What follows belongs to an exercise in optimizing a design on an open flow for small area; a production flow would make more cautious choices. Function was checked by simulation only, so behaviour that the tests miss may differ from the original. No activity file was given, so power comes from the tool's default toggle rates.

--- design/flow/design.v ---
module tlb #(
  parameter XLEN = 64,
  parameter TLB_ENTRIES = 8   
) (
  input  wire             clk,
  input  wire             reset_n,
  input  wire             lookup_valid,       
  input  wire [XLEN-1:0]  lookup_vaddr,       
  input  wire             lookup_is_store,    
  input  wire             lookup_is_fetch,    
  output wire             lookup_hit,         
  output wire [XLEN-1:0]  lookup_paddr,       
  output wire             lookup_page_fault,  
  input  wire             update_valid,       
  input  wire [XLEN-1:0]  update_vpn,         
  input  wire [XLEN-1:0]  update_ppn,         
  input  wire [7:0]       update_pte,         
  input  wire [XLEN-1:0]  update_level,       
  input  wire [1:0]       privilege_mode,     
  input  wire             mstatus_sum,        
  input  wire             mstatus_mxr,        
  input  wire             translation_enabled,  
  input  wire             flush_all,          
  input  wire             flush_vaddr,        
  input  wire [XLEN-1:0]  flush_addr          
);
  localparam NE = 8;
  reg  [NE-1:0] tlb_valid;
  reg  [26:0]   tlb_vpn  [0:NE-1];
  reg  [51:0]   tlb_ppn  [0:NE-1];
  reg  [3:0]    tlb_kind [0:NE-1];   
  reg  [2:0]    tlb_replace_idx;
  wire upd_vpn_ok = ~|update_vpn[63:27];
  wire upd_lvl_hi0 = ~|update_level[63:2];
  wire upd_l1 = upd_lvl_hi0 & (update_level[1:0] == 2'd1);
  wire upd_l2 = upd_lvl_hi0 & (update_level[1:0] == 2'd2);
  wire pv = update_pte[0], pr = update_pte[1], pw = update_pte[2];
  wire px = update_pte[3], pu = update_pte[4];
  wire upd_bad = ~pv | (~pr & ~pw & ~px) | (pw & ~pr);
  wire [3:0] upd_perm = {pu & ~upd_bad, px & ~upd_bad, pw | upd_bad, pr & ~upd_bad};
  wire       upd_sup  = upd_l1 | upd_l2;
  wire [3:0] upd_kind = upd_sup ? {upd_l2, 3'b110} : upd_perm;
  wire [51:0] upd_ppn = {update_ppn[51:4], upd_sup ? upd_perm : update_ppn[3:0]};
  wire          lk_en = lookup_valid & translation_enabled;
  wire [26:0]   lk_vpn = lookup_vaddr[38:12];
  wire [26:0]   fl_vpn = flush_addr[38:12];
  wire [NE-1:0] match;
  wire [NE-1:0] fmatch;
  genvar g;
  generate
    for (g = 0; g < NE; g = g + 1) begin : g_cmp
      assign match[g]  = lk_en & tlb_valid[g] & (tlb_vpn[g] == lk_vpn);
      assign fmatch[g] = (tlb_vpn[g] == fl_vpn);
    end
  endgenerate
  wire [NE-1:0] sel;
  assign sel[NE-1] = match[NE-1];
  generate
    for (g = 0; g < NE-1; g = g + 1) begin : g_sel
      assign sel[g] = match[g] & ~|match[NE-1:g+1];
    end
  endgenerate
  reg [51:0] s_ppn;
  reg [3:0]  s_kind;
  integer i;
  always @(*) begin
    s_ppn  = 52'd0;
    s_kind = 4'd0;
    for (i = 0; i < NE; i = i + 1) begin
      s_ppn  = s_ppn  | ({52{sel[i]}} & tlb_ppn[i]);
      s_kind = s_kind | ({4{sel[i]}}  & tlb_kind[i]);
    end
  end
  wire       s_sup  = ~s_kind[0] & s_kind[1] & s_kind[2];   
  wire       s_l2   = s_sup & s_kind[3];
  wire [3:0] s_perm = s_sup ? s_ppn[3:0] : s_kind;
  wire hit = |match;
  assign lookup_hit = hit;
  wire fr = s_perm[0], fw = s_perm[1], fx = s_perm[2], fu = s_perm[3];
  wire f_bad = fw & ~fr;
  wire mode_ok = (privilege_mode == 2'b00) ? fu :
                 (privilege_mode == 2'b01) ? (~fu | mstatus_sum) : 1'b1;
  wire acc_ok = lookup_is_fetch ? fx :
                lookup_is_store ? fw : (fr | (fx & mstatus_mxr));
  wire perm_ok = ~f_bad & mode_ok & acc_ok;
  assign lookup_page_fault = hit & ~perm_ok;
  assign lookup_paddr[11:0]  = lookup_vaddr[11:0];
  assign lookup_paddr[20:12] = s_sup ? lookup_vaddr[20:12] : s_ppn[8:0];
  assign lookup_paddr[29:21] = s_l2 ? lookup_vaddr[29:21] : s_ppn[17:9];
  assign lookup_paddr[63:30] = s_ppn[51:18];
  always @(posedge clk or negedge reset_n) begin
    if (!reset_n) begin
      tlb_replace_idx <= 3'd0;
      tlb_valid <= {NE{1'b0}};
    end else begin
      for (i = 0; i < NE; i = i + 1) begin
        if (update_valid && tlb_replace_idx == i)
          tlb_valid[i] <= upd_vpn_ok;
        else if (flush_all || (flush_vaddr && fmatch[i]))
          tlb_valid[i] <= 1'b0;
      end
      if (update_valid)
        tlb_replace_idx <= tlb_replace_idx + 3'd1;
    end
  end
  always @(posedge clk) begin
    for (i = 0; i < NE; i = i + 1) begin
      if (update_valid && tlb_replace_idx == i) begin
        tlb_vpn[i]  <= update_vpn[26:0];
        tlb_ppn[i]  <= upd_ppn;
        tlb_kind[i] <= upd_kind;
      end
    end
  end
endmodule
--- design/flow/flow/run.sh ---
#!/bin/bash
# Standard ORFS layout with these changes, which only affect area:
#  - synthesis maps logic with an area-oriented ABC script (flow/synth.tcl
#    wraps synth_recipe.tcl and swaps in flow/abc_area.script)
#  - ports are buffered with the smallest buffer (sky130_fd_sc_hd__buf_1)
#  - CTS uses clkbuf_8 leaf clock buffers in clusters of at most 14
#    flip-flops, and inserts no dummy loads
# Each step's full log stays in orfs/logs/; make's own output goes to make.log.
set -euo pipefail
export FLOW_ABC_SCRIPT=$PWD/flow/abc_area.script
export FLOW_SYNTH_TCL=$PWD/synth_recipe.tcl
bash standard.sh \
  SYNTH_SCRIPT=$PWD/flow/synth.tcl \
  BUFFER_PORTS_ARGS="-buffer_cell sky130_fd_sc_hd__buf_1" \
  CTS_ARGS="-sink_clustering_enable -repair_clock_nets -dont_use_dummy_load -buf_list {sky130_fd_sc_hd__clkbuf_8} -root_buf sky130_fd_sc_hd__clkbuf_16 -tree_buf sky130_fd_sc_hd__clkbuf_8 -sink_clustering_size 16 -sink_clustering_max_diameter 60" \
  finish > make.log 2>&1
--- design/flow/constraint.sdc ---
create_clock -name core_clock -period 12.0 [get_ports {clk}]
set_input_delay 2.4000 -clock core_clock [delete_from_list [all_inputs] [get_ports {clk}]]
set_output_delay 2.4000 -clock core_clock [all_outputs]
set_load 0.01 [all_outputs]
--- design/flow/flow/abc_area.script ---
&get -n
&st
&syn2
&dch -f
&nf -R 1000 -F 8 -A 4
&put
--- design/flow/standard.sh ---
#!/bin/bash
# synth_recipe.tcl (not shown) runs the flow's synth.tcl, then flattens the netlist and writes it again
# the make line also repeats each setting of config.mk as NAME=value (left out here)
make -C /OpenROAD-flow-scripts/flow DESIGN_CONFIG=/design/flow/config.mk WORK_HOME=/design/flow/orfs CLKGATE_MAP_FILE= SYNTH_SCRIPT=/design/flow/synth_recipe.tcl "${@:-finish}"
--- design/flow/config.mk ---
export PLATFORM = sky130hd
export DESIGN_NAME = tlb
export DESIGN_NICKNAME = tlb
export VERILOG_FILES = /design/flow/design.v
export SDC_FILE = /design/flow/constraint.sdc
export NUM_CORES = 4
export LEC_CHECK = 0
export CAP_MARGIN = 20
export CORE_MARGIN = 2
export CORE_UTILIZATION = 70
export SLEW_MARGIN = 20
--- design/flow/flow/synth.tcl ---
# The standard synthesis (synth_recipe.tcl), with one change: the ABC
# mapping step uses an area-oriented script (flow/abc_area.script) in place
# of ORFS's abc_speed.script. Registers are mapped exactly as before.
proc abc {args} {
  set i [lsearch -exact $args -script]
  if { $i >= 0 } {
    lset args [expr { $i + 1 }] $::env(FLOW_ABC_SCRIPT)
  }
  puts "abc: using script $::env(FLOW_ABC_SCRIPT)"

  yosys abc {*}$args
}
source $::env(FLOW_SYNTH_TCL)
==> impl_results.html, run 1 <==
<table>
<tr><th>Metric</th><th>Value</th></tr>
<tr><th colspan="2">Cells and area</th></tr>
<tr><td>Synthesis-to-layout area growth</td><td>9.940%</td></tr>
<tr><td>Most frequent standard cell in the layout excluding fill and tap cells</td><td>sky130_fd_sc_hd__edfxtp_1</td></tr>
<tr><td>Share of layout cells above drive strength 1</td><td>4.582%</td></tr>
<tr><td>Net count, final</td><td>2466</td></tr>
<tr><td>Multi-input gate area in the final layout</td><td>7546 sq um</td></tr>
<tr><td># fillers</td><td>2355</td></tr>
<tr><td>Utilization of the core after routing</td><td>77.65%</td></tr>
<tr><td>Area of all sequential standard cells</td><td>20210 sq um</td></tr>
<tr><td>Commonest cells after routing, fill and taps aside</td><td>sky130_fd_sc_hd__edfxtp_1, sky130_fd_sc_hd__buf_1, sky130_fd_sc_hd__xnor2_1</td></tr>
<tr><td>Layout Cell Area excl Fill</td><td>30710 sq um</td></tr>
<tr><th colspan="2">Timing</th></tr>
<tr><td>Fin. max-slew vios</td><td>0</td></tr>
<tr><td>Minimum clock period</td><td>10650 ps</td></tr>
<tr><td>Setup repair after global routing missed its margin</td><td>false</td></tr>
<tr><td>Number of failing hold endpoints at the final stage</td><td>0</td></tr>
<tr><td>Actual transition at the worst max-transition pin</td><td>1226 ps</td></tr>
<tr><td>Setup Viol. Count Final</td><td>0</td></tr>
<tr><td>Rel. slew slack</td><td>17.51%</td></tr>
<tr><td>Fin crit share</td><td>88.73%</td></tr>
<tr><td>Clock skew after layout</td><td>37.48 ps</td></tr>
<tr><td>Setup tns final</td><td>0 ps</td></tr>
<tr><td>Achievable Freq</td><td>93.92 MHz</td></tr>
<tr><th colspan="2">Power and ir drop</th></tr>
<tr><td>Clock power frac</td><td>23.0%</td></tr>
<tr><td>Internal power of the cells</td><td>3.523 mW</td></tr>
<tr><td>P_leak</td><td>9.355 nW</td></tr>
<tr><td>Worst voltage drop across the vdd grid</td><td>0.2058 mV</td></tr>
<tr><td>Switching Power</td><td>1.236 mW</td></tr>
<tr><td>Proportion of total power due to net switching</td><td>25.96%</td></tr>
<tr><td>Power share of the sequential group</td><td>64.4%</td></tr>
<tr><td>Power per unit of standard cell area</td><td>155.0 nW/um^2</td></tr>
<tr><td>Part of the power in combinational logic</td><td>12.6%</td></tr>
<tr><th colspan="2">Status</th></tr>
<tr><td>Outcome</td><td>timing/DRC/antenna clean</td></tr>
<tr><th colspan="2">Setup path</th></tr>
<tr><td>CP required</td><td>9600 ps</td></tr>
<tr><td>Endpoint arrival time on the critical path</td><td>8250 ps</td></tr>
<tr><td>Worst-path maximum fanout</td><td>48</td></tr>
<tr><td>Startpoint of the most critical register-to-register path</td><td>tlb_replace_idx[0]$_DFFE_PN0P_</td></tr>
<tr><td>Critical path launch point type</td><td>input port</td></tr>
<tr><td>Element type at the critical path end</td><td>primary output</td></tr>
<tr><td>CP Launch Point</td><td>lookup_vaddr[37]</td></tr>
<tr><td>Critical Setup Path Class</td><td>input port to primary output</td></tr>
<tr><th colspan="2">Worst hold path</th></tr>
<tr><td>Source of the worst hold timing path</td><td>tlb_valid[0]$_DFFE_PN0P_</td></tr>
<tr><td>Hold crit path type</td><td>flip-flop to flip-flop</td></tr>
<tr><th colspan="2">Drt</th></tr>
<tr><td>Final ANT Viol Nets</td><td>0</td></tr>
<tr><td>Total number of vias</td><td>17955</td></tr>
<tr><td>Average via count per standard cell</td><td>6.788</td></tr>
<tr><td>Wirelength per Cell</td><td>28.89 um</td></tr>
<tr><td>DR pass1 iterations</td><td>9</td></tr>
<tr><td>Initial DRC count</td><td>2475</td></tr>
<tr><td>Total length of routed wires</td><td>76420 um</td></tr>
<tr><td>Post-route DRC</td><td>0</td></tr>
<tr><th colspan="2">CTS</th></tr>
<tr><td>H-tree depth</td><td>2</td></tr>
<tr><td>Clock tree from TritonCTS</td><td>done</td></tr>
<tr><td>Root Buffer Master</td><td>sky130_fd_sc_hd__clkbuf_16</td></tr>
<tr><td>Count of buffers added by post-CTS timing repair for setup</td><td>0</td></tr>
<tr><td>Sinks on Clock Net</td><td>675</td></tr>
<tr><td>Number of buffers inserted during clock tree synthesis</td><td>51</td></tr>
<tr><td>Clock network latency to the later pin of the worst-skew pair</td><td>580 ps</td></tr>
<tr><td>Clock-pin slew on the worst setup and hold paths</td><td>100 ps</td></tr>
<tr><td>Resize count post-CTS</td><td>0</td></tr>
<tr><td>Cts-stage hold buffer count</td><td>0</td></tr>
<tr><td>Clk buf depth</td><td>3</td></tr>
<tr><th colspan="2">GRT</th></tr>
<tr><td>Via count of the first global-routing pass</td><td>17398</td></tr>
<tr><td>Overall overflow remaining after global route</td><td>0</td></tr>
<tr><td>Number of antenna violations at the first check in global routing</td><td>4</td></tr>
<tr><td>First-pass GRT wire length</td><td>109900 um</td></tr>
<tr><td>Total Routing Usage GR</td><td>36.87%</td></tr>
<tr><td>Pin count of the biggest net entering global routing</td><td>61</td></tr>
<tr><th colspan="2">Place</th></tr>
<tr><td>DP HPWL</td><td>50500 um</td></tr>
<tr><td>I/O Buffers</td><td>305</td></tr>
<tr><td>Cell area after placement</td><td>29940 sq um</td></tr>
<tr><td>Weighted congestion at the end of routability-driven global placement</td><td>1.016</td></tr>
<tr><th colspan="2">Logic synthesis</th></tr>
<tr><td>Seq cells post-synth</td><td>675</td></tr>
<tr><td>Proportion of register bits with asynchronous set or reset after synthesis</td><td>1.630%</td></tr>
<tr><td>Ys flop type</td><td>sky130_fd_sc_hd__edfxtp_1</td></tr>
<tr><td>Post-Synthesis Net Count</td><td>2092</td></tr>
<tr><td>Synth Instances</td><td>1745</td></tr>
<tr><td>Sequential fraction of the synthesis area</td><td>72.37%</td></tr>
<tr><td>Average footprint of a synthesized cell</td><td>16.01 sq um</td></tr>
<tr><td>Number of distinct library cell variants in the gate-level netlist after synthesis</td><td>41</td></tr>
<tr><td>Combined area of all synthesized cells</td><td>27930 sq um</td></tr>
<tr><td>Count of flip-flops with a built-in enable after synthesis</td><td>664</td></tr>
<tr><td>Syn. warnings</td><td>4</td></tr>
<tr><th colspan="2">Floorplanning</th></tr>
<tr><td>Die width</td><td>203.8 um</td></tr>
<tr><td>Number of core rows</td><td>73</td></tr>
<tr><td>Die outline height</td><td>203.8 um</td></tr>
<tr><td>Floorplan Core Area</td><td>39550 sq um</td></tr>
<tr><td>I/O pin total</td><td>407</td></tr>
<tr><td>Effective utilization at floorplan</td><td>70.63%</td></tr>
<tr><td>Area enclosed by the die boundary</td><td>41520 sq um</td></tr>
<tr><th colspan="2">Flow run</th></tr>
<tr><td>Count of max-cap constraint violations</td><td>0</td></tr>
</table>
==> cells by family after synthesis <==
family / after synthesis / synth area share, %
flip-flops: 675 / 72.37
AND/OR/NAND/NOR: 414 / 7.839
XOR/XNOR: 393 / 12.32
AO/OA/AOI/OAI: 193 / 5.913
buffers and inverters: 54 / 0.8869
multiplexers: 10 / 0.3987
adder cells (fa/ha/maj): 6 / 0.2688
==> layer usage <==
layer | wire (um) | part of all wire, % | GRT usage (%)
met5 | 15 | 0.020 | 0
met1 | 27790 | 36 | 49.44
met2 | 37310 | 49 | 60.16
met4 | 3682 | 4.8 | 17.57
met3 | 7622 | 10 | 5.721
==> worst paths after layout <==
path                                                  end  slack [ps]  cells past startpoint
setup / recovery                         lookup_paddr[21]        1350                     16
hold / removal                   tlb_valid[0]$_DFFE_PN0P_         530                      2
setup reg to reg                 tlb_vpn[4][11]$_DFFE_PP_        9390                      5
hold reg to reg                  tlb_valid[0]$_DFFE_PN0P_         530                      2
max in group asynchronous  tlb_replace_idx[1]$_DFFE_PN0P_        9740                      1
min in group asynchronous        tlb_valid[7]$_DFFE_PN0P_        1820                      1
==> layout make-up <==
class | count | share of cell area (%)
Antenna cell | 3 | 0.02445
Clock buffer | 51 | 2.469
Multi-Input combinational cell | 1016 | 24.57
Sequential cell | 675 | 65.83
Timing Repair Buffer | 333 | 4.413
Tap cell | 525 | 2.139
Inverter | 42 | 0.5541
==> stage by stage <==
stage	setup WS, ps	hold WS, ps	cells	power [mW]
after floorplan	469.6	473.4	1745	3.421
after global placement	1693	499.5	2591	3.682
after detailed placement	1613	512.4	2591	3.709
after CTS	1589	532.6	2642	4.758
after global routing	1310	585.4	2642	4.891
final	1352	529.7	2645	4.759
==> synthesized netlist by cell type, types with 4 or more instances <==
master,n,area (sq um)
sky130_fd_sc_hd__buf_4,12,90.09
sky130_fd_sc_hd__xor2_1,179,1568
sky130_fd_sc_hd__a21oi_1,21,105.1
sky130_fd_sc_hd__a222oi_1,110,1101
sky130_fd_sc_hd__nand2_1,126,473.0
sky130_fd_sc_hd__nor4_1,81,506.7
sky130_fd_sc_hd__nor3_1,9,45.04
sky130_fd_sc_hd__nor2_1,30,112.6
sky130_fd_sc_hd__dfrtp_1,11,275.3
sky130_fd_sc_hd__a221oi_1,11,96.34
sky130_fd_sc_hd__nand3_1,13,65.06
sky130_fd_sc_hd__xnor2_1,214,1874
sky130_fd_sc_hd__o21ai_0,13,65.06
sky130_fd_sc_hd__edfxtp_1,664,19940
sky130_fd_sc_hd__nand4_1,135,844.6
sky130_fd_sc_hd__nor2b_1,4,25.02
sky130_fd_sc_hd__o22ai_1,15,93.84
sky130_fd_sc_hd__o2bb2ai_1,7,61.31
sky130_fd_sc_hd__mux2_1,9,101.4
sky130_fd_sc_hd__clkinv_1,42,157.7
sky130_fd_sc_hd__ha_1,6,75.07
==> power by group through the flow <==
| stage | sequential, mW | clock [mW] | combinational, mW |
|---|---|---|---|
| 2_1_floorplan | 3.10 | 0 | 0.320 |
| 3_3_place_gp | 3.10 | 0 | 0.583 |
| 5_1_grt | 3.09 | 1.17 | 0.636 |
| 6_report | 3.07 | 1.09 | 0.598 |
| 3_5_place_dp | 3.12 | 0 | 0.593 |
| 4_1_cts | 3.06 | 1.10 | 0.596 |
==> registers in the layout (all words and copies together) (netlist names) <==
| name | count |
|---|---|
| tlb_vpn | 216 |
| tlb_replace_idx | 3 |
| tlb_ppn | 416 |
| tlb_valid | 8 |
| tlb_kind | 32 |
==> worst max-delay path, stage by stage <==
cell and delay, ps:
sky130_fd_sc_hd__buf_1 610, sky130_fd_sc_hd__xnor2_1 260, sky130_fd_sc_hd__nand3_1 140, sky130_fd_sc_hd__nor3_1 60, sky130_fd_sc_hd__nand4_1 200, sky130_fd_sc_hd__o21ai_0 290
sky130_fd_sc_hd__nand3b_1 540, sky130_fd_sc_hd__nor3_2 800, sky130_fd_sc_hd__buf_4 700, sky130_fd_sc_hd__a222oi_1 230, sky130_fd_sc_hd__and4_1 270, sky130_fd_sc_hd__nor4_2 680
sky130_fd_sc_hd__buf_4 350, sky130_fd_sc_hd__nor2_1 110, sky130_fd_sc_hd__a21oi_1 340, sky130_fd_sc_hd__buf_1 200
==> inputs of run 2 (changes only) <==
--- a/design/flow/flow/run.sh
+++ b/design/flow/flow/run.sh
@@ -5,3 +5,3 @@
 #  - ports are buffered with the smallest buffer (sky130_fd_sc_hd__buf_1)
-#  - CTS uses clkbuf_8 leaf clock buffers in clusters of at most 14
+#  - CTS uses clkbuf_8 leaf clock buffers in clusters of at most 16
 #    flip-flops, and inserts no dummy loads
==> run 2 against run 1 <==
Net effect:
- still clean on timing, DRC and antenna
- synthesized area stayed put
- clock power hardly changed
- synthesized cell count stayed put
- core utilization stayed put
- power stayed put
- maximum frequency unchanged
- highest routed layer unchanged
==> impl_results.html, run 2 <==
<table>
<tr><th>Metric</th><th>Value</th></tr>
<tr><th colspan="2">Status</th></tr>
<tr><td>Outcome</td><td>timing/DRC/antenna clean</td></tr>
<tr><th colspan="2">Worst hold path</th></tr>
<tr><td>Source of the worst hold timing path</td><td>tlb_valid[0]$_DFFE_PN0P_</td></tr>
<tr><td>Worst Hold Path Cells</td><td>2</td></tr>
<tr><td>Hold crit path type</td><td>flip-flop to flip-flop</td></tr>
<tr><td>Hold path endpoint</td><td>tlb_valid[0]$_DFFE_PN0P_</td></tr>
<tr><th colspan="2">Setup path</th></tr>
<tr><td>Number of cells on the worst reg-to-reg path</td><td>5</td></tr>
<tr><td>Element type at the critical path end</td><td>primary output</td></tr>
<tr><td>Worst-path maximum fanout</td><td>48</td></tr>
<tr><td>Critical Setup Path Class</td><td>input port to primary output</td></tr>
<tr><td>Critical path launch point type</td><td>input port</td></tr>
<tr><td>Startpoint of the most critical register-to-register path</td><td>tlb_replace_idx[0]$_DFFE_PN0P_</td></tr>
<tr><td>CP required</td><td>9600 ps</td></tr>
<tr><td>Worst r2r dst</td><td>tlb_vpn[4][11]$_DFFE_PP_</td></tr>
<tr><td>Flop-to-flop setup slack</td><td>9390 ps</td></tr>
<tr><td>Endpoint arrival time on the critical path</td><td>8250 ps</td></tr>
<tr><th colspan="2">Power and ir drop</th></tr>
<tr><td>Power after layout</td><td>4.759 mW</td></tr>
<tr><td>P_leak</td><td>9.355 nW</td></tr>
<tr><td>Power per unit of standard cell area</td><td>155.0 nW/um^2</td></tr>
<tr><td>Worst voltage drop across the vdd grid</td><td>0.2058 mV</td></tr>
<tr><th colspan="2">Logic synthesis</th></tr>
<tr><td>Post-synth top cells</td><td>sky130_fd_sc_hd__edfxtp_1, sky130_fd_sc_hd__xnor2_1, sky130_fd_sc_hd__xor2_1, sky130_fd_sc_hd__nand4_1, sky130_fd_sc_hd__nand2_1</td></tr>
<tr><td>Ranking of synthesized cells by area</td><td>sky130_fd_sc_hd__edfxtp_1, sky130_fd_sc_hd__xnor2_1, sky130_fd_sc_hd__xor2_1, sky130_fd_sc_hd__a222oi_1, sky130_fd_sc_hd__nand4_1</td></tr>
<tr><td>Post-Synthesis Net Count</td><td>2092</td></tr>
<tr><td>Syn. warnings</td><td>4</td></tr>
<tr><td>Fraction of post-synthesis cell area in the top cell type by area</td><td>71.39%</td></tr>
<tr><td>Count of flip-flops with a built-in enable after synthesis</td><td>664</td></tr>
<tr><td>Ys flop type</td><td>sky130_fd_sc_hd__edfxtp_1</td></tr>
<tr><td>Average footprint of a synthesized cell</td><td>16.01 sq um</td></tr>
<tr><td>Seq cells post-synth</td><td>675</td></tr>
<tr><td>Number of distinct library cell variants in the gate-level netlist after synthesis</td><td>41</td></tr>
<tr><td>Combined area of all synthesized cells</td><td>27930 sq um</td></tr>
<tr><td>Library cell occupying the most area in the post-synthesis netlist</td><td>sky130_fd_sc_hd__edfxtp_1</td></tr>
<tr><td>Proportion of register bits with asynchronous set or reset after synthesis</td><td>1.630%</td></tr>
<tr><td>Synth Instances</td><td>1745</td></tr>
<tr><td>Sequential fraction of the synthesis area</td><td>72.37%</td></tr>
<tr><td>Library cell with the highest instance count after synthesis</td><td>sky130_fd_sc_hd__edfxtp_1</td></tr>
<tr><th colspan="2">Cells and area</th></tr>
<tr><td>Net count, final</td><td>2466</td></tr>
<tr><td>Synthesis-to-layout area growth</td><td>9.940%</td></tr>
<tr><td>Commonest cells after routing, fill and taps aside</td><td>sky130_fd_sc_hd__edfxtp_1, sky130_fd_sc_hd__buf_1, sky130_fd_sc_hd__xnor2_1</td></tr>
<tr><td>Utilization of the core after routing</td><td>77.65%</td></tr>
<tr><td>Number of flip-flops under the largest register name</td><td>416</td></tr>
<tr><td>Leading registers by flop count</td><td>tlb_ppn (416), tlb_vpn (216), tlb_kind (32)</td></tr>
<tr><td># fillers</td><td>2355</td></tr>
<tr><td>Layout Cell Area excl Fill</td><td>30710 sq um</td></tr>
<tr><td>Register bank with the most flops</td><td>tlb_ppn</td></tr>
<tr><td>Share of layout cells above drive strength 1</td><td>4.582%</td></tr>
<tr><td>Most frequent standard cell in the layout excluding fill and tap cells</td><td>sky130_fd_sc_hd__edfxtp_1</td></tr>
<tr><td>Final Non-Filler Cells</td><td>2645</td></tr>
<tr><th colspan="2">CTS</th></tr>
<tr><td>Clock-pin slew on the worst setup and hold paths</td><td>100 ps</td></tr>
<tr><td>Number of buffers inserted during clock tree synthesis</td><td>51</td></tr>
<tr><td>Sinks on Clock Net</td><td>675</td></tr>
<tr><td>Clock tree from TritonCTS</td><td>done</td></tr>
<tr><td>Cts-stage hold buffer count</td><td>0</td></tr>
<tr><td>Count of buffers added by post-CTS timing repair for setup</td><td>0</td></tr>
<tr><td>Clock network latency to the later pin of the worst-skew pair</td><td>580 ps</td></tr>
<tr><td>Resize count post-CTS</td><td>0</td></tr>
<tr><td>H-tree depth</td><td>2</td></tr>
<tr><td>Root Buffer Master</td><td>sky130_fd_sc_hd__clkbuf_16</td></tr>
<tr><td>Clk buf depth</td><td>3</td></tr>
<tr><th colspan="2">Drt</th></tr>
<tr><td>Post-route DRC</td><td>0</td></tr>
<tr><td>Total number of vias</td><td>17955</td></tr>
<tr><td>DR pass1 iterations</td><td>9</td></tr>
<tr><td>Wirelength per Cell</td><td>28.89 um</td></tr>
<tr><td>Initial DRC count</td><td>2475</td></tr>
<tr><td>Final ANT Viol Nets</td><td>0</td></tr>
<tr><td>Total length of routed wires</td><td>76420 um</td></tr>
<tr><td>Average via count per standard cell</td><td>6.788</td></tr>
<tr><th colspan="2">Timing</th></tr>
<tr><td>Achievable Freq</td><td>93.92 MHz</td></tr>
<tr><td>Fin crit share</td><td>88.73%</td></tr>
<tr><td>Rel. slew slack</td><td>17.51%</td></tr>
<tr><td>Setup tns final</td><td>0 ps</td></tr>
<tr><td>Worst hold slack</td><td>529.7 ps</td></tr>
<tr><td>Fin. max-slew vios</td><td>0</td></tr>
<tr><td>Actual transition at the worst max-transition pin</td><td>1226 ps</td></tr>
<tr><td>Setup Viol. Count Final</td><td>0</td></tr>
<tr><td>Minimum clock period</td><td>10650 ps</td></tr>
<tr><td>Clock skew after layout</td><td>37.48 ps</td></tr>
<tr><td>PnR worst setup slack</td><td>1352 ps</td></tr>
<tr><td>Setup repair after global routing missed its margin</td><td>false</td></tr>
<tr><td>Number of failing hold endpoints at the final stage</td><td>0</td></tr>
<tr><th colspan="2">Place</th></tr>
<tr><td>Cell count after placement</td><td>2591</td></tr>
<tr><td>I/O Buffers</td><td>305</td></tr>
<tr><td>Cell area after placement</td><td>29940 sq um</td></tr>
<tr><td>Pre-CTS setup slack</td><td>1613 ps</td></tr>
<tr><td>Weighted congestion at the end of routability-driven global placement</td><td>1.016</td></tr>
<tr><td>DP HPWL</td><td>50500 um</td></tr>
<tr><th colspan="2">GRT</th></tr>
<tr><td>Total Routing Usage GR</td><td>36.87%</td></tr>
<tr><td>Met3 GRT Util</td><td>5.721%</td></tr>
<tr><td>Overall overflow remaining after global route</td><td>0</td></tr>
<tr><td>Global-route track usage on met2</td><td>60.16%</td></tr>
<tr><td>First-pass GRT wire length</td><td>109900 um</td></tr>
<tr><td>Number of antenna violations at the first check in global routing</td><td>4</td></tr>
<tr><td>Most used routing layer in global routing</td><td>met2</td></tr>
<tr><td>Global-route track usage on met1</td><td>49.44%</td></tr>
<tr><td>Pin count of the biggest net entering global routing</td><td>61</td></tr>
<tr><td>Via count of the first global-routing pass</td><td>17398</td></tr>
<tr><th colspan="2">Floorplanning</th></tr>
<tr><td>I/O pin total</td><td>407</td></tr>
<tr><td>Die width</td><td>203.8 um</td></tr>
<tr><td>Die outline height</td><td>203.8 um</td></tr>
<tr><td>Number of core rows</td><td>73</td></tr>
<tr><td>Area enclosed by the die boundary</td><td>41520 sq um</td></tr>
<tr><td>Effective utilization at floorplan</td><td>70.63%</td></tr>
<tr><td>Floorplan Core Area</td><td>39550 sq um</td></tr>
<tr><th colspan="2">Flow run</th></tr>
<tr><td>Count of max-cap constraint violations</td><td>0</td></tr>
</table>
==> run 2: cell counts after synthesis <==
Identical to the previous run, type by type.
==> run 2: routing by layer <==
layer | part of all wire (%) | vias up
li1 | - | 7696
met1 | 36 | 8898
met2 | 49 | 1184
met3 | 10 | 175
met4 | 4.8 | 2
met5 | 0.020 | -
==> run 2: logic make-up (layout without fill, tap and decap cells) <==
| logic type | Yosys count | in the layout | synth area share (%) |
|---|---|---|---|
| adder cells (fa/ha/maj) | 6 | 6 | 0.2688 |
| buffers and inverters | 54 | 426 | 0.8869 |
| flip-flops | 675 | 675 | 72.37 |
| multiplexers | 10 | 10 | 0.3987 |
| XOR/XNOR | 393 | 393 | 12.32 |
| AND/OR/NAND/NOR | 414 | 414 | 7.839 |
| AO/OA/AOI/OAI | 193 | 193 | 5.913 |
| other | 0 | 3 | 0 |
==> run 2: how the worst max path moves through the flow <==
| stage | from | endpoint | slack [ps] | cells past startpoint |
|---|---|---|---|---|
| floorplan | lookup_vaddr[37] | lookup_page_fault | 470 | 14 |
| global placement | lookup_vaddr[28] | lookup_paddr[21] | 1690 | 16 |
| detailed placement | lookup_vaddr[28] | lookup_paddr[21] | 1610 | 16 |
| CTS | lookup_vaddr[28] | lookup_paddr[21] | 1590 | 16 |
| global route | lookup_vaddr[28] | lookup_paddr[21] | 1310 | 16 |
| finish | lookup_vaddr[37] | lookup_paddr[21] | 1350 | 16 |
==> run 2: layout make-up <==
class | instances | area, sq um | share of cell area, %
inverter | 42 | 170.2 | 0.5541
antenna | 3 | 7.507 | 0.02445
tap | 525 | 656.9 | 2.139
clock buffer | 51 | 758.2 | 2.469
timing repair buffer | 333 | 1355 | 4.413
multi-input combinational | 1016 | 7546 | 24.57
sequential | 675 | 20210 | 65.83
==> run 2: where the power goes <==
group / internal [mW] / switching (mW)
registers: 2.94 / 0.129
clock network: 0.421 / 0.673
logic: 0.164 / 0.434
==> run 2: worst max-delay path: stages <==
cell and delay [ps]:
sky130_fd_sc_hd__buf_1 610, sky130_fd_sc_hd__xnor2_1 260, sky130_fd_sc_hd__nand3_1 140, sky130_fd_sc_hd__nor3_1 60, sky130_fd_sc_hd__nand4_1 200, sky130_fd_sc_hd__o21ai_0 290, sky130_fd_sc_hd__nand3b_1 540, sky130_fd_sc_hd__nor3_2 800
sky130_fd_sc_hd__buf_4 700, sky130_fd_sc_hd__a222oi_1 230, sky130_fd_sc_hd__and4_1 270, sky130_fd_sc_hd__nor4_2 680, sky130_fd_sc_hd__buf_4 350, sky130_fd_sc_hd__nor2_1 110, sky130_fd_sc_hd__a21oi_1 340, sky130_fd_sc_hd__buf_1 200
==> inputs of run 3 (changes only) <==
--- a/design/flow/design.v
+++ b/design/flow/design.v
@@ -31,3 +31,12 @@
   reg  [3:0]    tlb_kind [0:NE-1];   
-  reg  [2:0]    tlb_replace_idx;
+  reg  [3:0]    tlb_replace_jc;
+  wire [NE-1:0] rp_sel;
+  assign rp_sel[0] = ~tlb_replace_jc[3] & ~tlb_replace_jc[0];
+  assign rp_sel[1] =  tlb_replace_jc[0] & ~tlb_replace_jc[1];
+  assign rp_sel[2] =  tlb_replace_jc[1] & ~tlb_replace_jc[2];
+  assign rp_sel[3] =  tlb_replace_jc[2] & ~tlb_replace_jc[3];
+  assign rp_sel[4] =  tlb_replace_jc[3] &  tlb_replace_jc[0];
+  assign rp_sel[5] = ~tlb_replace_jc[0] &  tlb_replace_jc[1];
+  assign rp_sel[6] = ~tlb_replace_jc[1] &  tlb_replace_jc[2];
+  assign rp_sel[7] = ~tlb_replace_jc[2] &  tlb_replace_jc[3];
   wire upd_vpn_ok = ~|update_vpn[63:27];
@@ -92,3 +101,3 @@
     if (!reset_n) begin
-      tlb_replace_idx <= 3'd0;
+      tlb_replace_jc <= 4'd0;
       tlb_valid <= {NE{1'b0}};
@@ -96,3 +105,3 @@
       for (i = 0; i < NE; i = i + 1) begin
-        if (update_valid && tlb_replace_idx == i)
+        if (update_valid && rp_sel[i])
           tlb_valid[i] <= upd_vpn_ok;
@@ -102,3 +111,3 @@
       if (update_valid)
-        tlb_replace_idx <= tlb_replace_idx + 3'd1;
+        tlb_replace_jc <= {tlb_replace_jc[2:0], ~tlb_replace_jc[3]};
     end
@@ -107,3 +116,3 @@
     for (i = 0; i < NE; i = i + 1) begin
-      if (update_valid && tlb_replace_idx == i) begin
+      if (update_valid && rp_sel[i]) begin
         tlb_vpn[i]  <= update_vpn[26:0];
--- a/design/flow/flow/run.sh
+++ b/design/flow/flow/run.sh
@@ -5,3 +5,3 @@
 #  - ports are buffered with the smallest buffer (sky130_fd_sc_hd__buf_1)
-#  - CTS uses clkbuf_8 leaf clock buffers in clusters of at most 16
+#  - CTS uses clkbuf_8 leaf clock buffers in clusters of at most 14
 #    flip-flops, and inserts no dummy loads
@@ -14,3 +14,3 @@
   BUFFER_PORTS_ARGS="-buffer_cell sky130_fd_sc_hd__buf_1" \
-  CTS_ARGS="-sink_clustering_enable -repair_clock_nets -dont_use_dummy_load -buf_list {sky130_fd_sc_hd__clkbuf_8} -root_buf sky130_fd_sc_hd__clkbuf_16 -tree_buf sky130_fd_sc_hd__clkbuf_8 -sink_clustering_size 16 -sink_clustering_max_diameter 60" \
+  CTS_ARGS="-sink_clustering_enable -repair_clock_nets -dont_use_dummy_load -buf_list {sky130_fd_sc_hd__clkbuf_8} -root_buf sky130_fd_sc_hd__clkbuf_16 -tree_buf sky130_fd_sc_hd__clkbuf_8 -sink_clustering_size 14 -sink_clustering_max_diameter 80" \
   finish > make.log 2>&1
==> run 3 against run 2 <==
Net effect:
- still clean
- register-to-register slack worse by 280 ps
- non-clock buffer count up 3
- combinational power down 36%
- critical path type unchanged
- highest routed layer unchanged
==> impl_results.html, run 3 <==
<table>
<tr><th>Metric</th><th>Value</th></tr>
<tr><th colspan="2">Timing</th></tr>
<tr><td>Actual transition at the worst max-transition pin</td><td>1169 ps</td></tr>
<tr><td>Setup repair after global routing missed its margin</td><td>false</td></tr>
<tr><td>Rel. slew slack</td><td>21.34%</td></tr>
<tr><td>Fin crit share</td><td>87.31%</td></tr>
<tr><td>Fin. max-slew vios</td><td>0</td></tr>
<tr><td>PnR worst setup slack</td><td>1523 ps</td></tr>
<tr><td>Setup tns final</td><td>0 ps</td></tr>
<tr><td>Setup Viol. Count Final</td><td>0</td></tr>
<tr><td>Number of failing hold endpoints at the final stage</td><td>0</td></tr>
<tr><td>Clock skew after layout</td><td>29.15 ps</td></tr>
<tr><td>Achievable Freq</td><td>95.44 MHz</td></tr>
<tr><td>Minimum clock period</td><td>10480 ps</td></tr>
<tr><th colspan="2">Worst hold path</th></tr>
<tr><td>Hold crit path type</td><td>flip-flop to flip-flop</td></tr>
<tr><td>Worst Hold Path Cells</td><td>2</td></tr>
<tr><td>Source of the worst hold timing path</td><td>tlb_valid[1]$_DFFE_PN0P_</td></tr>
<tr><td>Hold path endpoint</td><td>tlb_valid[1]$_DFFE_PN0P_</td></tr>
<tr><th colspan="2">Cells and area</th></tr>
<tr><td>Layout Cell Area excl Fill</td><td>30770 sq um</td></tr>
<tr><td>Most frequent standard cell in the layout excluding fill and tap cells</td><td>sky130_fd_sc_hd__edfxtp_1</td></tr>
<tr><td>Register bank with the most flops</td><td>tlb_ppn</td></tr>
<tr><td>Number of flip-flops under the largest register name</td><td>416</td></tr>
<tr><td>Synthesis-to-layout area growth</td><td>10.39%</td></tr>
<tr><td>Share of layout cells above drive strength 1</td><td>4.875%</td></tr>
<tr><td># fillers</td><td>2269</td></tr>
<tr><td>Net count, final</td><td>2456</td></tr>
<tr><td>Utilization of the core after routing</td><td>77.79%</td></tr>
<tr><td>Leading registers by flop count</td><td>tlb_ppn (416), tlb_vpn (216), tlb_kind (32)</td></tr>
<tr><td>Commonest cells after routing, fill and taps aside</td><td>sky130_fd_sc_hd__edfxtp_1, sky130_fd_sc_hd__buf_1, sky130_fd_sc_hd__xnor2_1</td></tr>
<tr><th colspan="2">Flow run</th></tr>
<tr><td>Count of max-cap constraint violations</td><td>0</td></tr>
<tr><th colspan="2">GRT</th></tr>
<tr><td>First-pass GRT wire length</td><td>112600 um</td></tr>
<tr><td>Pin count of the biggest net entering global routing</td><td>60</td></tr>
<tr><td>Overall overflow remaining after global route</td><td>0</td></tr>
<tr><td>Via count of the first global-routing pass</td><td>17689</td></tr>
<tr><td>Number of antenna violations at the first check in global routing</td><td>3</td></tr>
<tr><td>Total Routing Usage GR</td><td>37.85%</td></tr>
<tr><th colspan="2">Setup path</th></tr>
<tr><td>Startpoint of the most critical register-to-register path</td><td>tlb_replace_jc[1]$_DFFE_PN0P_</td></tr>
<tr><td>Number of cells on the worst reg-to-reg path</td><td>3</td></tr>
<tr><td>Worst-path maximum fanout</td><td>41</td></tr>
<tr><td>Critical path launch point type</td><td>input port</td></tr>
<tr><td>Element type at the critical path end</td><td>primary output</td></tr>
<tr><td>Endpoint arrival time on the critical path</td><td>8080 ps</td></tr>
<tr><td>Flop-to-flop setup slack</td><td>9110 ps</td></tr>
<tr><td>CP required</td><td>9600 ps</td></tr>
<tr><td>Worst r2r dst</td><td>tlb_vpn[2][25]$_DFFE_PP_</td></tr>
<tr><td>Critical Setup Path Class</td><td>input port to primary output</td></tr>
<tr><th colspan="2">Logic synthesis</th></tr>
<tr><td>Number of distinct library cell variants in the gate-level netlist after synthesis</td><td>38</td></tr>
<tr><td>Ranking of synthesized cells by area</td><td>sky130_fd_sc_hd__edfxtp_1, sky130_fd_sc_hd__xnor2_1, sky130_fd_sc_hd__xor2_1, sky130_fd_sc_hd__a222oi_1, sky130_fd_sc_hd__nand4_1</td></tr>
<tr><td>Combined area of all synthesized cells</td><td>27870 sq um</td></tr>
<tr><td>Post-Synthesis Net Count</td><td>2076</td></tr>
<tr><td>Count of flip-flops with a built-in enable after synthesis</td><td>664</td></tr>
<tr><td>Fraction of post-synthesis cell area in the top cell type by area</td><td>71.54%</td></tr>
<tr><td>Synth Instances</td><td>1735</td></tr>
<tr><td>Ys flop type</td><td>sky130_fd_sc_hd__edfxtp_1</td></tr>
<tr><td>Post-synth top cells</td><td>sky130_fd_sc_hd__edfxtp_1, sky130_fd_sc_hd__xnor2_1, sky130_fd_sc_hd__xor2_1, sky130_fd_sc_hd__nand4_1, sky130_fd_sc_hd__nand2_1</td></tr>
<tr><td>Sequential fraction of the synthesis area</td><td>72.62%</td></tr>
<tr><td>Library cell occupying the most area in the post-synthesis netlist</td><td>sky130_fd_sc_hd__edfxtp_1</td></tr>
<tr><td>Proportion of register bits with asynchronous set or reset after synthesis</td><td>1.775%</td></tr>
<tr><td>Library cell with the highest instance count after synthesis</td><td>sky130_fd_sc_hd__edfxtp_1</td></tr>
<tr><td>Seq cells post-synth</td><td>676</td></tr>
<tr><td>Syn. warnings</td><td>4</td></tr>
<tr><td>Average footprint of a synthesized cell</td><td>16.06 sq um</td></tr>
<tr><th colspan="2">Floorplanning</th></tr>
<tr><td>Number of core rows</td><td>73</td></tr>
<tr><td>I/O pin total</td><td>407</td></tr>
<tr><td>Die width</td><td>203.5 um</td></tr>
<tr><td>Die outline height</td><td>203.5 um</td></tr>
<tr><td>Floorplan Core Area</td><td>39550 sq um</td></tr>
<tr><td>Area enclosed by the die boundary</td><td>41430 sq um</td></tr>
<tr><td>Effective utilization at floorplan</td><td>70.47%</td></tr>
<tr><th colspan="2">Drt</th></tr>
<tr><td>DR pass1 iterations</td><td>9</td></tr>
<tr><td>Final ANT Viol Nets</td><td>0</td></tr>
<tr><td>Total length of routed wires</td><td>77960 um</td></tr>
<tr><td>Initial DRC count</td><td>2859</td></tr>
<tr><td>Average via count per standard cell</td><td>6.835</td></tr>
<tr><td>Post-route DRC</td><td>0</td></tr>
<tr><td>Wirelength per Cell</td><td>29.53 um</td></tr>
<tr><td>Total number of vias</td><td>18045</td></tr>
<tr><th colspan="2">CTS</th></tr>
<tr><td>Clk buf depth</td><td>3</td></tr>
<tr><td>H-tree depth</td><td>2</td></tr>
<tr><td>Clock-pin slew on the worst setup and hold paths</td><td>100 ps</td></tr>
<tr><td>Number of buffers inserted during clock tree synthesis</td><td>54</td></tr>
<tr><td>Clock tree from TritonCTS</td><td>done</td></tr>
<tr><td>Resize count post-CTS</td><td>0</td></tr>
<tr><td>Sinks on Clock Net</td><td>676</td></tr>
<tr><td>Root Buffer Master</td><td>sky130_fd_sc_hd__clkbuf_16</td></tr>
<tr><td>Cts-stage hold buffer count</td><td>0</td></tr>
<tr><td>Count of buffers added by post-CTS timing repair for setup</td><td>0</td></tr>
<tr><td>Clock network latency to the later pin of the worst-skew pair</td><td>570 ps</td></tr>
<tr><th colspan="2">Place</th></tr>
<tr><td>Pre-CTS setup slack</td><td>1650 ps</td></tr>
<tr><td>Weighted congestion at the end of routability-driven global placement</td><td>0.9793</td></tr>
<tr><td>DP HPWL</td><td>50680 um</td></tr>
<tr><td>Cell area after placement</td><td>29960 sq um</td></tr>
<tr><td>I/O Buffers</td><td>305</td></tr>
<tr><th colspan="2">Status</th></tr>
<tr><td>Outcome</td><td>timing/DRC/antenna clean</td></tr>
<tr><th colspan="2">Power and ir drop</th></tr>
<tr><td>Worst voltage drop across the vdd grid</td><td>0.1980 mV</td></tr>
<tr><td>Power per unit of standard cell area</td><td>141.2 nW/um^2</td></tr>
<tr><td>P_leak</td><td>9.396 nW</td></tr>
</table>
## run 3: critical path, cell delays in order
cell and delay, ps:
sky130_fd_sc_hd__buf_1 510, sky130_fd_sc_hd__clkinv_1 520, sky130_fd_sc_hd__o2bb2ai_1 250, sky130_fd_sc_hd__a221oi_1 200, sky130_fd_sc_hd__nand4_1 210, sky130_fd_sc_hd__nor4_1 730
sky130_fd_sc_hd__nand2_1 190, sky130_fd_sc_hd__nor2_4 460, sky130_fd_sc_hd__buf_4 610, sky130_fd_sc_hd__a222oi_1 140, sky130_fd_sc_hd__and4_1 290, sky130_fd_sc_hd__nor3_2 530
sky130_fd_sc_hd__nor2_1 100, sky130_fd_sc_hd__a21oi_1 290, sky130_fd_sc_hd__a21oi_1 70, sky130_fd_sc_hd__a211oi_1 230, sky130_fd_sc_hd__o21a_1 150, sky130_fd_sc_hd__buf_1 150
## run 3: cells by family (layout without fill, tap and decap cells)
| kind of cell | count (synthesis) | in the layout | share of synthesized area [%] |
|---|---|---|---|
| DFF | 676 | 676 | 72.62 |
| and+or+nand+nor | 415 | 415 | 7.843 |
| xor gates and xnor gates | 392 | 392 | 12.32 |
| AOI/OAI and AO/OA | 192 | 192 | 5.944 |
| buffers and inverters | 48 | 426 | 0.8081 |
| muxes | 12 | 12 | 0.4714 |
| other | 0 | 2 | 0 |
## run 3: final cells by class
class,instances,area [sq um],area share [%]
multi-input combinational,1011,7531,24.48
antenna,2,5.005,0.01627
tap,525,656.9,2.135
timing repair buffer,336,1398,4.542
clock buffer,54,799.5,2.599
inverter,36,137.6,0.4473
sequential,676,20240,65.78
## run 3: worst max path at each step
stage | from | to | cells past startpoint | slack, ps
final | lookup_vaddr[15] | lookup_page_fault | 18 | 1520
after global routing | lookup_vaddr[15] | lookup_page_fault | 18 | 1140
after CTS | lookup_vaddr[15] | lookup_page_fault | 18 | 1640
after detailed placement | lookup_vaddr[15] | lookup_page_fault | 18 | 1650
after global placement | lookup_vaddr[15] | lookup_page_fault | 18 | 1730
after floorplan | lookup_valid | lookup_page_fault | 16 | 820
## run 3: power breakdown
part / internal, mW / total, mW / leakage (nW) / switching [mW]
logic: 0.113 / 0.384 / 2.73 / 0.271
clock network: 0.443 / 1.13 / 0.414 / 0.691
registers: 2.76 / 2.83 / 6.25 / 0.0670
## run 3: routing by layer
metal / wire (um) / GRT usage (%) / share of wire [%]
met5: 13 / 0 / 0.017
met4: 3505 / 15.51 / 4.5
met3: 8204 / 6.871 / 11
met2: 38290 / 61.76 / 49
met1: 27940 / 51.22 / 36
## run 3: stage by stage
step | hold slack [ps] | total power [mW] | cells
final | 536.5 | 4.346 | 2640
after global routing | 573.1 | 4.449 | 2638
after CTS | 538.6 | 4.343 | 2638
after detailed placement | 516.4 | 3.256 | 2584
after global placement | 491.2 | 3.240 | 2583
after floorplan | 479.4 | 3.062 | 1735

==> static timing again, ports no longer ideal <==
Ports are ideal in the flow. The routed layouts listed here were re-timed in OpenROAD.
Step 1 sets driving cells, clkbuf_16 on the clock port and buf_2 on the other inputs (assumed; they add their load-dependent delay and slew).
Step 2, shift: input delay + t, output delay - t, t = (earliest + latest rising clock arrival at the registers) / 2. This alone moves slack from input paths to output paths.
Slacks: no drivers / after step 1 / after step 2; pairs: no drivers / after step 1.
run	t, ns	setup slack, ns	hold slack, ns	worst setup path after step 2
run 1	0.619	1.352 / 1.324 / 1.324	0.530 / 0.530 / 0.530	input to output
run 2	0.619	1.352 / 1.324 / 1.324	0.530 / 0.530 / 0.530	input to output
run 3	0.622	1.523 / 1.498 / 1.498	0.536 / 0.536 / 0.536	input to output
After both steps setup and hold are still met in every run listed.
